Context: an optimization exercise on an open-source flow, tuned for small area. The choices shown serve that exercise and are no tape-out recipe. In this exercise RTL edits were held to simulation tests only and were not proved equivalent to the original.

## flow/run.sh

```bash
#!/bin/bash
# synth_recipe.tcl (not shown) runs the flow's synth.tcl, then flattens the netlist and writes it again
# the make line also repeats each setting of config.mk as NAME=value (left out here)
make -C /OpenROAD-flow-scripts/flow DESIGN_CONFIG=/design/flow/config.mk WORK_HOME=/design/flow/orfs CLKGATE_MAP_FILE= SYNTH_SCRIPT=/design/flow/synth_recipe.tcl finish
```

## flow/config.mk

```make
export PLATFORM = sky130hd
export DESIGN_NAME = Modu_BPU
export DESIGN_NICKNAME = Modu_BPU
export VERILOG_FILES = /design/flow/design.v
export SDC_FILE = /design/flow/constraint.sdc
export NUM_CORES = 4
export LEC_CHECK = 0
export CAP_MARGIN = 20
export CORE_MARGIN = 2
export CORE_UTILIZATION = 40
export PLACE_DENSITY = 0.6
export SLEW_MARGIN = 20
```

## flow/constraint.sdc

```tcl
create_clock -name core_clock -period 10.0 [get_ports {clk}]
set_input_delay 2.0000 -clock core_clock [delete_from_list [all_inputs] [get_ports {clk}]]
set_output_delay 2.0000 -clock core_clock [all_outputs]
set_load 0.01 [all_outputs]
```

## flow/design.v

```verilog
`timescale 1ns / 1ps
module Modu_BPU(
	clk,Iter,blockIndex,Parallel_degree,Init_Flag_BPU_M,Init_Flag_BPU_L,initBeta,Alpha_In_BPU,
	data_In_BPU,
	q_up,
	betaValueOut_next,Le_sys,Le_par,D
	);
	input clk;
	input [3:0] Iter;
	input [2:0] blockIndex;
	input [3:0] Parallel_degree;
	input Init_Flag_BPU_M;
	input Init_Flag_BPU_L;
	input [79:0] initBeta;
	input [79:0] Alpha_In_BPU;
	input [21:0] data_In_BPU;
	input [3:0] q_up;
	output [79:0] betaValueOut_next;
	output [7:0] Le_sys;
	output [7:0] Le_par;
	output D;
	function [11:0] qmax;
		input [11:0] a;
		input [11:0] b;
		reg [11:0] d;
		begin
			d = a - b;
			qmax = d[11] ? b : a;
		end
	endfunction
	function [10:0] emax;
		input [10:0] a;
		input [10:0] b;
		reg [11:0] d;
		begin
			d = {a[10], a} - {b[10], b};
			emax = d[11] ? b : a;
		end
	endfunction
	function [9:0] sat10;
		input [11:0] v;
		begin
			if (v[11:9] == 3'b000 || v[11:9] == 3'b111)
				sat10 = v[9:0];
			else
				sat10 = v[11] ? 10'h200 : 10'h1ff;
		end
	endfunction
	function [7:0] scale_sat;
		input [12:0] x;
		reg [13:0] ex, mag, s;
		reg [12:0] o;
		begin
			ex = {x[12], x};
			mag = ex[13] ? (~ex + 14'd1) : ex;
			s = {2'b00, mag[13:2]} + {3'b000, mag[13:3]} - {6'b000000, mag[13:6]};
			o = x[12] ? (~s[12:0] + 13'd1) : s[12:0];
			if (o[12:7] == 6'b000000 || o[12:7] == 6'b111111)
				scale_sat = o[7:0];
			else
				scale_sat = o[12] ? 8'h80 : 8'h7f;
		end
	endfunction
	reg [8:0] sa_r;    
	reg [6:0] par_r;   
	always @(posedge clk) begin
		sa_r  <= {{2{data_In_BPU[6]}}, data_In_BPU[6:0]} + {data_In_BPU[21], data_In_BPU[21:14]};
		par_r <= data_In_BPU[13:7];
	end
	wire [9:0] g0 = {sa_r[8], sa_r} + {{3{par_r[6]}}, par_r};    
	wire [9:0] g1 = {sa_r[8], sa_r} - {{3{par_r[6]}}, par_r};    
	reg [79:0] Breg;
	wire [9:0] B0 = Breg[9:0],   B1 = Breg[19:10], B2 = Breg[29:20], B3 = Breg[39:30];
	wire [9:0] B4 = Breg[49:40], B5 = Breg[59:50], B6 = Breg[69:60], B7 = Breg[79:70];
	function [10:0] cn;
		input [9:0] b;
		input [9:0] n;
		begin
			cn = {b[9], b} - {n[9], n};
		end
	endfunction
	wire [10:0] C0 = cn(B0, B1), C2 = cn(B2, B1), C3 = cn(B3, B1), C4 = cn(B4, B1);
	wire [10:0] C5 = cn(B5, B1), C6 = cn(B6, B1), C7 = cn(B7, B1);
	wire [11:0] g0x = {{2{g0[9]}}, g0};
	wire [11:0] g1x = {{2{g1[9]}}, g1};
	function [9:0] bfly;
		input [10:0] ci;
		input [10:0] cj;
		input [11:0] g;
		reg [11:0] t1, t2;
		reg [12:0] d;
		begin
			t1 = {ci[10], ci} + g;
			t2 = {cj[10], cj} - g;
			d = {t1[11], t1} - {t2[11], t2};
			bfly = sat10(d[12] ? t2 : t1);
		end
	endfunction
	assign betaValueOut_next = {
		bfly(C6, C7,  g0x),    
		bfly(C4, C5,  g1x),    
		bfly(C2, C3, -g1x),    
		bfly(C0, 11'd0, -g0x), 
		bfly(C6, C7, -g0x),    
		bfly(C4, C5, -g1x),    
		bfly(C2, C3,  g1x),    
		bfly(C0, 11'd0, g0x)   
	};
	wire init_any = Init_Flag_BPU_L == 1 || Init_Flag_BPU_M == 1;
	wire init_zero = (Iter==0 && Init_Flag_BPU_L==1'b0 && Init_Flag_BPU_M==1'b1)
		|| (q_up == 1 && blockIndex<Parallel_degree-1 && Iter==0 && Init_Flag_BPU_L==1'b1 && Init_Flag_BPU_M==1'b0);
	always @(posedge clk) begin
		if (init_any)
			Breg <= init_zero ? 80'd0 : initBeta;
		else
			Breg <= betaValueOut_next;
	end
	function [10:0] ab;
		input [9:0] a;
		input [9:0] b;
		begin
			ab = {a[9], a} + {b[9], b};
		end
	endfunction
	wire [9:0] A0 = Alpha_In_BPU[9:0],   A1 = Alpha_In_BPU[19:10], A2 = Alpha_In_BPU[29:20], A3 = Alpha_In_BPU[39:30];
	wire [9:0] A4 = Alpha_In_BPU[49:40], A5 = Alpha_In_BPU[59:50], A6 = Alpha_In_BPU[69:60], A7 = Alpha_In_BPU[79:70];
	wire [10:0] M1 = emax(ab(A0,B0), ab(A4,B1));
	wire [10:0] M2 = emax(ab(A1,B2), ab(A5,B3));
	wire [10:0] M3 = emax(ab(A6,B4), ab(A2,B5));
	wire [10:0] M4 = emax(ab(A7,B6), ab(A3,B7));
	wire [10:0] M5 = emax(ab(A4,B0), ab(A0,B1));
	wire [10:0] M6 = emax(ab(A5,B2), ab(A1,B3));
	wire [10:0] M7 = emax(ab(A2,B4), ab(A6,B5));
	wire [10:0] M8 = emax(ab(A3,B6), ab(A7,B7));
	wire [11:0] px = {{5{par_r[6]}}, par_r};
	wire [11:0] sx = {{3{sa_r[8]}}, sa_r};
	function [11:0] ext;
		input [10:0] m;
		begin
			ext = {m[10], m};
		end
	endfunction
	wire [11:0] Fs1 = qmax(qmax(ext(M1) + px, ext(M2) - px), qmax(ext(M3) - px, ext(M4) + px));
	wire [11:0] Fs2 = qmax(qmax(ext(M5) - px, ext(M6) + px), qmax(ext(M7) + px, ext(M8) - px));
	wire [11:0] Fp1 = qmax(qmax(ext(M1) + sx, ext(M6) - sx), qmax(ext(M7) - sx, ext(M4) + sx));
	wire [11:0] Fp2 = qmax(qmax(ext(M5) - sx, ext(M2) + sx), qmax(ext(M3) + sx, ext(M8) - sx));
	wire [12:0] les_t = {Fs1[11], Fs1} - {Fs2[11], Fs2};
	wire [12:0] lep_t = {Fp1[11], Fp1} - {Fp2[11], Fp2};
	wire [13:0] d_t = {les_t[12], les_t} + {{4{sa_r[8]}}, sa_r, 1'b0};
	reg [12:0] les_r, lep_r;
	reg [3:0] d_pipe;
	always @(posedge clk) begin
		les_r <= les_t;
		lep_r <= lep_t;
		d_pipe <= {d_pipe[2:0], d_t[13]};
	end
	assign D = d_pipe[3];
	reg [47:0] les_pipe, lep_pipe;
	always @(posedge clk) begin
		les_pipe <= {les_pipe[39:0], scale_sat(les_r)};
		lep_pipe <= {lep_pipe[39:0], scale_sat(lep_r)};
	end
	assign Le_sys = les_pipe[47:40];
	assign Le_par = lep_pipe[47:40];
endmodule
```

==> flow_summary.yaml, run 1 <==
outcome:
  run_status: "finished with violations"
  so.violations: "setup timing"
die:
  num_rows: 121
  start_util_pct: 40.2
  coreArea_um2: 109000
  dieHeight_um: 334
  dieArea_um2: 112000
  io_pins: 297
  die_w_um: 334
clock_tree:
  htreeDepth: 1
  cts_tree: "built"
  insertion_delay_ns: 0.66
  clock_sinks: 222
  cts.clk_slew.worst_paths_ns: 0.09
  clockBufferDepth: 3
  cts_buffers: 29
  hold_buffers: 0
  clockRootBuffer: "clkbuf_16"
sta:
  min_period_ns: 12.58
  slew_headroom_pct: 33.7
  clock-skew-final_ns: 0.0624
  worst_pin_slew_ns: 0.985
  max_freq_mhz: 79.5
  setup_tns_ns: -47.27
  fin_crit_sh_pct: 126
  grt_setup_unrepaired: "yes"
  holdWs_ns: 0.297
  slew_viol_final: 0
  finalHoldViolCount: 0
  setup_slack_ns: -2.58
  setup_viol: 27
critical_path:
  critPathLaunch: "Alpha_In_BPU[70]"
  critPathMaxFanout: 4
  worstSetupPathType: "input pin to flip-flop"
  crit_path_frequent_cell: "buf_4"
  cp-start-kind: "input pin"
  cp.required_ns: 10.58
  crit_slowest_cell: "o32a_1"
  cpPeakStageDelay_ns: 0.43
  cp.arrival_ns: 13.16
  crit-reg2reg-launch: "Breg[60]"
  end_kind: "flip-flop"
synth:
  synth-seq-cells: 222
  ys.flop_type: "dfxtp_1"
  yosys_warnings: 1
  syn_inst: 5430
  synthArstFlopShare_pct: 0
  yosysUniqueCellTypes: 98
  yosysSeqAreaShare_pct: 10.2
  synth.avg_cell_area_um2: 8.03
  syn-cell-area_um2: 43600
  synth_edf_count: 0
grt:
  grt_max_degree: 59
  track_usage_pct: 28.9
  gr-total-overflow: 0
  grt_pass1_wl_um: 249000
  grt_pass1_vias: 43700
  antenna_found_initial: 10
finish:
  syn2layout_area_growth_pct: 41.4
  final_layout_size_suffix_gt1_share_pct: 26.3
  fillCellCount: 10000
  num-nets-final: 8221
detailed_routing:
  drc_errors: 0
  ant_nets: 0
  viasPerCell: 5.29
  drt_iter0_drc: 2331
  firstDrtPassIters: 6
  vias: 44700
  routedWlPerCell_um: 19.7
  wirelength_um: 167000
placed_design:
  dp_hpwl_um: 143000
  io_buffers: 296
  dp_worst_setup_slack_ns: -4.04
  place_congestion: 1.01
job:
  maxCapViolCount: 0
worst_hold_path:
  hp-class: "flip-flop to flip-flop"
  worstHoldStart: "lep_pipe[31]"
[registers in the layout, summed over array words and instances, names as in the netlist]
signal    cells
par_r         7
d_pipe        4
les_pipe     48
sa_r          9
les_r        13
Breg         80
lep_pipe     48
lep_r        13
[worst max-delay path, delay by kind of cell]
kind	cells	cell delay, ns
AND/OR/NAND/NOR	4	0.42
XOR/XNOR	5	0.91
multiplexers	4	1.02
adder cells (fa/ha/maj)	9	1.94
AO/OA/AOI/OAI	25	4.82
buffers and inverters	18	2.06
[kinds of logic after synthesis]
family                     after synthesis  synth area share [%]
muxes                                  237                  5.58
other                                    1               0.00860
adders and majority gates             1023                  30.6
DFF                                    222                  10.2
and+or+nand+nor                        998                  11.0
AOI/OAI and AO/OA                     1662                  24.5
xor gates and xnor gates               566                  11.6
buffers and inverters                  721                  6.42
[Yosys cell counts (12+ instances only)]
cell        n  area, um2
dfxtp_1   222       4440
o21ai_1    41        205
a22o_1     31        272
buf_2      15       75.1
o21a_1     75        563
a32oi_1    12        105
xnor2_1   379       3320
a21boi_0   22        165
a21o_1    244       1830
o41ai_1    12        105
o21ai_0   293       1470
o211ai_1   41        308
o21bai_1  145       1090
mux2i_1   187       1870
nor2b_1    85        532
nand3_1    59        295
buf_4      18        135
nand4_1    23        144
nor2_1    328       1230
xor2_1    177       1550
mux2_1     17        191
nand2_1   214        803
ha_1      943      11800
mux2_2     33        372
a21oi_1   486       2430
a211oi_1   29        218
a31oi_1    41        257
clkbuf_1   43        161
nor3_1     71        355
nand2b_1  107        669
fa_1       76       1520
o31ai_1    42        315
a211o_1    16        140
nor4_1     18        113
or3_1      19        119
inv_1     635       2380
[timing repair]
item	CTS	global route
endpoints found under the setup margin	45	65
gates resized for setup	337	180
setup buffers	127	48
pin swaps	168	123
cloned	1	0
[cell type report]
cell class,count,area [um2],area share (%)
inverters,639,2410,3.90
multi-input cells,4495,38700,62.8
clock inverters,21,219,0.355
repair buffers,1615,13300,21.6
flip-flops and latches,222,4450,7.21
clock buffers,32,767,1.24
diodes,5,12.5,0.0203
well taps,1414,1770,2.87
[routing by layer]
layer  global-route usage, %  routed length [um]  vias up
met2                    50.1               77200     1118
li1                        -                   -    22500
met3                    3.38                8640      251
met1                    36.6               72600    20800
met4                    10.7                8090        6
met5                       0                  32        -
[cell usage in the layout (no fill, tap or decap), types with 212 or more instances in the layout]
cell,synthesis,layout
clkdlybuf4s50_1,0,269
buf_4,18,1254
nand2_1,214,212
nor2_1,328,313
inv_1,635,617
ha_1,943,895
xnor2_1,379,338
dfxtp_1,222,221
a21oi_1,486,384
a21o_1,244,244
o21ai_0,293,252
[through the flow]
step | util [%] | cells | cell area (um2)
floorplan | - | 5437 | 44000
global placement | 52.8 | 8225 | 57300
detailed placement | 52.8 | 8225 | 57300
CTS | 55.7 | 8394 | 60400
global route | 56.8 | 8438 | 61600
finish | 56.8 | 8443 | 61700
[path summary, 6_finish.rpt]
check / endpoint / slack [ns] / cells past startpoint
worst min register to register: lep_pipe[39] / 0.30 / 0
worst max-delay path: lep_r[12] / -2.58 / 65
worst max register to register: d_pipe[0] / -1.59 / 63
worst min-delay path: lep_pipe[39] / 0.30 / 0
==> run 2, diff against run 1 <==
--- a/flow/design.v
+++ b/flow/design.v
@@ -140,26 +140,34 @@
 			ext = {m[10], m};
 		end
 	endfunction
-	wire [11:0] Fs1 = qmax(qmax(ext(M1) + px, ext(M2) - px), qmax(ext(M3) - px, ext(M4) + px));
-	wire [11:0] Fs2 = qmax(qmax(ext(M5) - px, ext(M6) + px), qmax(ext(M7) + px, ext(M8) - px));
-	wire [11:0] Fp1 = qmax(qmax(ext(M1) + sx, ext(M6) - sx), qmax(ext(M7) - sx, ext(M4) + sx));
-	wire [11:0] Fp2 = qmax(qmax(ext(M5) - sx, ext(M2) + sx), qmax(ext(M3) + sx, ext(M8) - sx));
+	reg [11:0] Xs1, Ys1, Xs2, Ys2, Xp1, Yp1, Xp2, Yp2;
+	reg [8:0] sa_d;
+	always @(posedge clk) begin
+		Xs1 <= qmax(ext(M1) + px, ext(M2) - px);
+		Ys1 <= qmax(ext(M3) - px, ext(M4) + px);
+		Xs2 <= qmax(ext(M5) - px, ext(M6) + px);
+		Ys2 <= qmax(ext(M7) + px, ext(M8) - px);
+		Xp1 <= qmax(ext(M1) + sx, ext(M6) - sx);
+		Yp1 <= qmax(ext(M7) - sx, ext(M4) + sx);
+		Xp2 <= qmax(ext(M5) - sx, ext(M2) + sx);
+		Yp2 <= qmax(ext(M3) + sx, ext(M8) - sx);
+		sa_d <= sa_r;
+	end
+	wire [11:0] Fs1 = qmax(Xs1, Ys1);
+	wire [11:0] Fs2 = qmax(Xs2, Ys2);
+	wire [11:0] Fp1 = qmax(Xp1, Yp1);
+	wire [11:0] Fp2 = qmax(Xp2, Yp2);
 	wire [12:0] les_t = {Fs1[11], Fs1} - {Fs2[11], Fs2};
 	wire [12:0] lep_t = {Fp1[11], Fp1} - {Fp2[11], Fp2};
-	wire [13:0] d_t = {les_t[12], les_t} + {{4{sa_r[8]}}, sa_r, 1'b0};
-	reg [12:0] les_r, lep_r;
-	reg [3:0] d_pipe;
-	always @(posedge clk) begin
-		les_r <= les_t;
-		lep_r <= lep_t;
-		d_pipe <= {d_pipe[2:0], d_t[13]};
-	end
-	assign D = d_pipe[3];
+	wire [13:0] d_t = {les_t[12], les_t} + {{4{sa_d[8]}}, sa_d, 1'b0};
+	reg [2:0] d_pipe;
 	reg [47:0] les_pipe, lep_pipe;
 	always @(posedge clk) begin
-		les_pipe <= {les_pipe[39:0], scale_sat(les_r)};
-		lep_pipe <= {lep_pipe[39:0], scale_sat(lep_r)};
+		d_pipe <= {d_pipe[1:0], d_t[13]};
+		les_pipe <= {les_pipe[39:0], scale_sat(les_t)};
+		lep_pipe <= {lep_pipe[39:0], scale_sat(lep_t)};
 	end
+	assign D = d_pipe[2];
 	assign Le_sys = les_pipe[47:40];
 	assign Le_par = lep_pipe[47:40];
 endmodule
==> run 2 against run 1 <==
Compared with the run above: now clean on timing, DRC and antenna; clock-buffer cell count grew 19; final cell count down 7.9%; critical path depth decreased by 40; flip-flop and latch count up 78; utilization is 9.9 points lower; critical path type is now flip-flop to primary output; largest cell class unchanged.
==> flow_summary.yaml, run 2 <==
grt:
  track_usage_pct: 27.4
  grt_pass1_vias: 41400
  grt_max_degree: 82
  grt_pass1_wl_um: 250000
  antenna_found_initial: 7
  gr-total-overflow: 0
synth:
  yosysSeqAreaShare_pct: 12.9
  ys_top_cells_by_count: "941 x ha_1, 647 x inv_1, 418 x a21oi_1"
  yosysUniqueCellTypes: 94
  synthArstFlopShare_pct: 0
  yosys_warnings: 1
  synth_edf_count: 0
  synth_area_leader_cell: "ha_1"
  synth.avg_cell_area_um2: 8.08
  synth-seq-cells: 300
  yosysMostFrequentCell: "ha_1"
  synth.area.top_cells: "ha_1 25%, dfxtp_1 13%, xnor2_1 6.7%, inv_1 5.2%, a21oi_1 4.5%"
  syn_inst: 5765
  ys.flop_type: "dfxtp_1"
  syn-cell-area_um2: 46600
  yosys.area.top_type_share_pct: 25.3
finish:
  regArea_um2: 6020
  fin_cells: 7779
  largestRegisters: "Breg: 80 flops, lep_pipe: 48 flops, les_pipe: 48 flops"
  syn2layout_area_growth_pct: 16.7
  final_layout_size_suffix_gt1_share_pct: 7.12
  num-nets-final: 7436
  final_cell_mix: "940 x ha_1, 645 x inv_1, 416 x a21oi_1"
  multi_input_area_um2: 37900
  largest_reg_flops: 80
  fin_util_pct: 46.9
  layout_commonest_cell: "ha_1"
  top_register: "Breg"
  fillCellCount: 11300
die:
  start_util_pct: 40.2
  num_rows: 125
  die_w_um: 345
  io_pins: 297
  coreArea_um2: 116000
  dieArea_um2: 119000
  dieHeight_um: 345
sta:
  worst_pin_slew_ns: 1.01
  max_freq_mhz: 102
  holdWs_ns: 0.324
  min_period_ns: 9.82
  fin_crit_sh_pct: 98.2
  setup_slack_ns: 0.183
  slew_headroom_pct: 32.7
  slew_viol_final: 0
  finalHoldViolCount: 0
  clock-skew-final_ns: 0.0261
  setup_viol: 0
placed_design:
  dp_hpwl_um: 146000
  io_buffers: 296
  dp_cells: 7697
  dp_worst_setup_slack_ns: 0.0779
  place_congestion: 1.00
clock_tree:
  cts_tree: "built"
  cts_buffers: 41
  htreeDepth: 2
  cts.clk_slew.worst_paths_ns: 0.06
  clockRootBuffer: "clkbuf_16"
  insertion_delay_ns: 0.63
  clockBufferDepth: 3
  hold_buffers: 0
  clock_sinks: 300
critical_path:
  crit_slowest_cell: "clkdlybuf4s50_1"
  end_kind: "primary output"
  worst-path-buf-inv: 6
  cp-start-kind: "flip-flop"
  critPathMaxFanout: 8
  cp.required_ns: 8.00
  cpPeakStageDelay_ns: 0.62
  cp.arrival_ns: 7.82
  crit_path_frequent_cell: "buf_4"
  cp_top_family: "compound AO/OA/AOI/OAI gates"
  worstSetupPathType: "flip-flop to primary output"
detailed_routing:
  firstDrtPassIters: 6
  ant_nets: 0
  drc_errors: 0
  vias: 43300
  drt_iter0_drc: 3046
  routedWlPerCell_um: 21.8
  wirelength_um: 169000
  viasPerCell: 5.57
worst_hold_path:
  hp-class: "flip-flop to flip-flop"
job:
  maxCapViolCount: 0
outcome:
  run_status: "complete, no violations"
[run 2: changes by cell type after synthesis, moves of 33 or more]
cell     before  now
a21o_1      244  189
a21oi_1     486  418
dfxtp_1     222  300
mux2_2       33   79
nand2_1     214  265
nor2_1      328  405
o21ai_0     293  333
o21ai_1      41    8
[run 2: cell type report]
cell class	count	share of cell area, %
timing repair buffer	494	8.31
tap	1524	3.51
clock buffer	51	2.01
sequential	300	11.1
antenna	1	0.00461
clock inverter	23	0.705
multi-input combinational	4731	69.8
inverter	655	4.54
[run 2: path summary, 6_finish.rpt]
check	slack (ns)	from	depth (start not counted)	to
worst max-delay path	0.18	par_r[2]	25	betaValueOut_next[47]
worst min-delay path	0.32	les_pipe[11]	0	les_pipe[19]
worst max register to register	0.69	Xs2[1]	38	les_pipe[1]
worst min register to register	0.32	les_pipe[11]	0	les_pipe[19]
[run 2: stage by stage]
step / setup TNS, ns / area (um2)
3_3_place_gp: 0 / 52600
2_1_floorplan: 0 / 46600
5_1_grt: -0.300 / 54300
4_1_cts: 0 / 54100
6_report: 0 / 54300
3_5_place_dp: 0 / 52600
[run 2: cell families (layout without fill, tap and decap cells)]
logic type | after synthesis | in the layout | share of synthesized area, %
adder cells (fa/ha/maj) | 1013 | 1013 | 28.4
flip-flops | 300 | 300 | 12.9
multiplexers | 286 | 286 | 6.37
XOR/XNOR | 535 | 535 | 10.2
AO/OA/AOI/OAI | 1656 | 1656 | 23.4
AND/OR/NAND/NOR | 1233 | 1233 | 12.7
other | 2 | 9 | 0.0161
buffers and inverters | 740 | 1223 | 6.13
[run 2: worst reg2reg max path, delay by kind of cell, from the launching register on]
family	cells	cell delay (ns)
DFF	1	0.40
buffers and inverters	6	0.59
AOI/OAI and AO/OA	17	4.21
and+or+nand+nor	4	0.69
muxes	1	0.27
adders and majority gates	6	1.74
xor gates and xnor gates	4	1.23
[run 2: metal layers]
metal / part of all wire, % / vias up / GRT usage, %
li1: - / 21500 / -
met1: 43 / 20200 / 34.4
met2: 45 / 1313 / 46.0
met3: 6.2 / 337 / 4.08
met4: 5.4 / 8 / 12.9
met5: 0.029 / - / 0
[run 2: what timing repair did]
item                                    4_1_cts  5_1_grt
endpoints found under the setup margin       14      112
pin swaps                                     0        1
resized for setup                             7       41
setup buffers                                 2        5
==> run 3, diff against run 2 <==
--- a/flow/config.mk
+++ b/flow/config.mk
@@ -5,6 +5,7 @@
 export SDC_FILE = /design/flow/constraint.sdc
 export NUM_CORES = 4
 export LEC_CHECK = 0
+export ABC_AREA = 1
 export CAP_MARGIN = 20
 export CORE_MARGIN = 2
 export CORE_UTILIZATION = 40
==> run 3 against run 2 <==
Compared with the run above: clock skew increased by 0.012 ns; routed wire length increased by 0.74%; utilization decreased by 0.77 points; maximum frequency increased by 2.9%; critical endpoint is now betaValueOut_next[20]; sequential share of layout area increased by 0.18 points; critical path depth increased by 10; first-iteration DRC count increased by 12%; non-clock buffer count decreased by 80.
==> flow_summary.yaml, run 3 <==
detailed_routing:
  ant_nets: 0
  viasPerCell: 5.25
  wirelength_um: 171000
  met3_length_um: 9680
  vias: 45900
  firstDrtPassIters: 6
  wl_met1_um: 75400
  drt_iter0_drc: 3401
  drc_errors: 0
  wl_met2_um: 77600
  routedWlPerCell_um: 19.5
  dr.max_layer_used: "met5"
worst_hold_path:
  hp-class: "flip-flop to flip-flop"
  hold_end: "les_pipe[47]"
  holdPathStages: 0
  worstHoldStart: "les_pipe[39]"
critical_path:
  crit-reg2reg-launch: "Xs2[10]"
  end_kind: "primary output"
  cpPeakStageDelay_ns: 0.61
  cp.required_ns: 8.00
  worstSetupPathType: "flip-flop to primary output"
  reg2reg_to: "les_pipe[5]"
  crit_path_frequent_cell: "inv_1"
  cp-start-kind: "flip-flop"
  cp.arrival_ns: 7.54
  cp_top_family: "buffers and inverters"
  reg2regPathDepth: 38
  crit_slowest_cell: "dfxtp_1"
  worst-path-buf-inv: 9
  regToRegSetupSlack_ns: 1.79
  critPathMaxFanout: 9
clock_tree:
  htreeDepth: 2
  clockRootBuffer: "clkbuf_16"
  insertion_delay_ns: 0.64
  cts_tree: "built"
  clock_sinks: 300
  cts.clk_slew.worst_paths_ns: 0.07
  clockBufferDepth: 3
  cts_buffers: 40
job:
  maxCapViolCount: 0
synth:
  yosysUniqueCellTypes: 65
  synth.area.top_cells: "ha_1 25%, dfxtp_1 13%, nand2_1 12%, inv_1 8.0%, xor2_1 7.5%"
  synth_area_leader_cell: "ha_1"
  ys_top_cells_by_count: "1525 x nand2_1, 991 x inv_1, 941 x ha_1"
  synth_edf_count: 0
  ys.flop_type: "dfxtp_1"
  synth-seq-cells: 300
  synth_fa_ha_area_share_pct: 28.4
  yosysSeqAreaShare_pct: 12.9
  yosys_warnings: 1
  synth.avg_cell_area_um2: 6.81
  yosys.area_share.simple_pct: 21.4
  syn-cell-area_um2: 46500
  synth_top_family_by_area: "adder cells"
  yosysMostFrequentCell: "nand2_1"
  syn_inst: 6829
  synth-xor-area-share_pct: 10.6
  synth.area.mux_share_pct: 0.153
  synth_compound_area_share_pct: 17.4
  yosys.area.top_type_share_pct: 25.3
  synthArstFlopShare_pct: 0
placed_design:
  dp_hpwl_um: 148000
  place_area_um2: 51800
  place_congestion: 0.990
  io_buffers: 296
  dp_worst_setup_slack_ns: -0.329
die:
  coreArea_um2: 116000
  dieArea_um2: 119000
  start_util_pct: 40.2
  num_rows: 125
  io_pins: 297
  die_w_um: 345
  dieHeight_um: 345
finish:
  syn2layout_area_growth_pct: 14.7
  num-nets-final: 8403
  final_cell_mix: "1519 x nand2_1, 985 x inv_1, 938 x ha_1"
  largest_reg_flops: 80
  stdcell_area_um2: 53400
  layout_commonest_cell: "nand2_1"
  top_register: "Breg"
  largestRegisters: "Breg: 80 flops, lep_pipe: 48 flops, les_pipe: 48 flops"
  final_layout_size_suffix_gt1_share_pct: 5.00
sta:
  fin_crit_sh_pct: 95.4
  clock-skew-final_ns: 0.0384
  setup_slack_ns: 0.458
  setup_viol: 0
  min_period_ns: 9.54
  worst_pin_slew_ns: 1.11
  slew_viol_final: 0
  finalHoldViolCount: 0
  max_freq_mhz: 105
  holdWs_ns: 0.324
  slew_headroom_pct: 25.3
grt:
  antenna_found_initial: 5
  track_usage_pct: 27.6
  grt_max_degree: 53
  grt_pass1_vias: 43000
  grt_pass1_wl_um: 254000
  gr-total-overflow: 0
outcome:
  run_status: "complete, no violations"
[run 3: cell families (layout without fill, tap and decap cells)]
logic type | count (synthesis) | after routing
AOI/OAI and AO/OA | 1452 | 1452
other | 2 | 9
xor gates and xnor gates | 556 | 556
muxes | 7 | 7
adders and majority gates | 1013 | 1013
DFF | 300 | 300
and+or+nand+nor | 2382 | 2382
buffers and inverters | 1117 | 1502
[run 3: worst register-to-register path, delay by kind of cell, from the launching register on]
family	cells	cell delay [ns]
compound gates	7	1.50
xor+xnor	3	1.23
fa+ha+maj	4	1.77
buf+inv	6	0.95
flops	1	0.39
simple gates	18	2.26
[run 3: how the worst max path moves through the flow]
| stage | start | end | cells past startpoint |
|---|---|---|---|
| floorplan | Alpha_In_BPU[50] | Xp2[0] | 41 |
| global placement | Alpha_In_BPU[10] | Xs2[6] | 46 |
| detailed placement | Alpha_In_BPU[10] | Xp1[0] | 45 |
| CTS | sa_r[0] | betaValueOut_next[35] | 34 |
| global route | par_r[6] | betaValueOut_next[52] | 33 |
| finish | sa_r[1] | betaValueOut_next[20] | 35 |
[run 3: area by class of cell]
class,instances,area [um2]
timing repair inverter,2,15.0
clock buffer,46,1060
multi-input combinational,5418,36300
sequential,300,6010
timing repair buffer,414,3880
tap,1524,1910
antenna,1,2.50
fill,11800,62400
clock inverter,26,315
inverter,1014,3820
[run 3: timing repair]
action / CTS / global route
pin swaps: 0 / 1
gates resized for setup: 1 / 44
setup buffers: 0 / 4
setup endpoints to repair: 1 / 122
cloned: 0 / 2
hold buffers: 0 / 0
[run 3: layer usage]
metal / global-route usage, % / vias up
met2: 46.7 / 1336
met4: 11.3 / 6
met5: 0 / -
met1: 35.7 / 20900
li1: - / 23400
met3: 3.06 / 262
[run 3: stage by stage]
stage,setup TNS [ns],util [%],instances
floorplan,0,-,6835
global placement,-5.88,44.8,8666
CTS,0,46.0,8738
detailed placement,-5.80,44.8,8666
global route,-0.0356,46.1,8744
finish,0,46.1,8745

-- separate check: timing with driven ports --
How much do the figures lean on ideal ports? The routed layouts below were timed once more, with nothing changed but the port constraints.
Step 1, drivers: a clkbuf_16 drives clk and a buf_2 each remaining input, both assumed.
Step 2 adds t to the input delays and takes it off the output delays; t is the mean of the earliest and latest rising clock arrival at the registers after step 1. Input paths then give back, and output paths get back, about the clock's delay inside the block.
a / b / c = ideal / step 1 / step 2; a / b = the first two.
| run | t (ns) | slack for setup (ns) | latest minus earliest clock arrival (ns) |
|---|---|---|---|
| run 1 | 0.701 | -2.578 / -2.558 / -3.259 | 0.063 / 0.063 |
| run 2 | 0.688 | 0.183 / 0.114 / 0.010 | 0.026 / 0.027 |
| run 3 | 0.692 | 0.458 / 0.389 / 0.043 | 0.042 / 0.042 |
For run 1, which loses most, drivers alone change the setup slack by +0.020 ns; drivers and shift together by -0.681 ns.
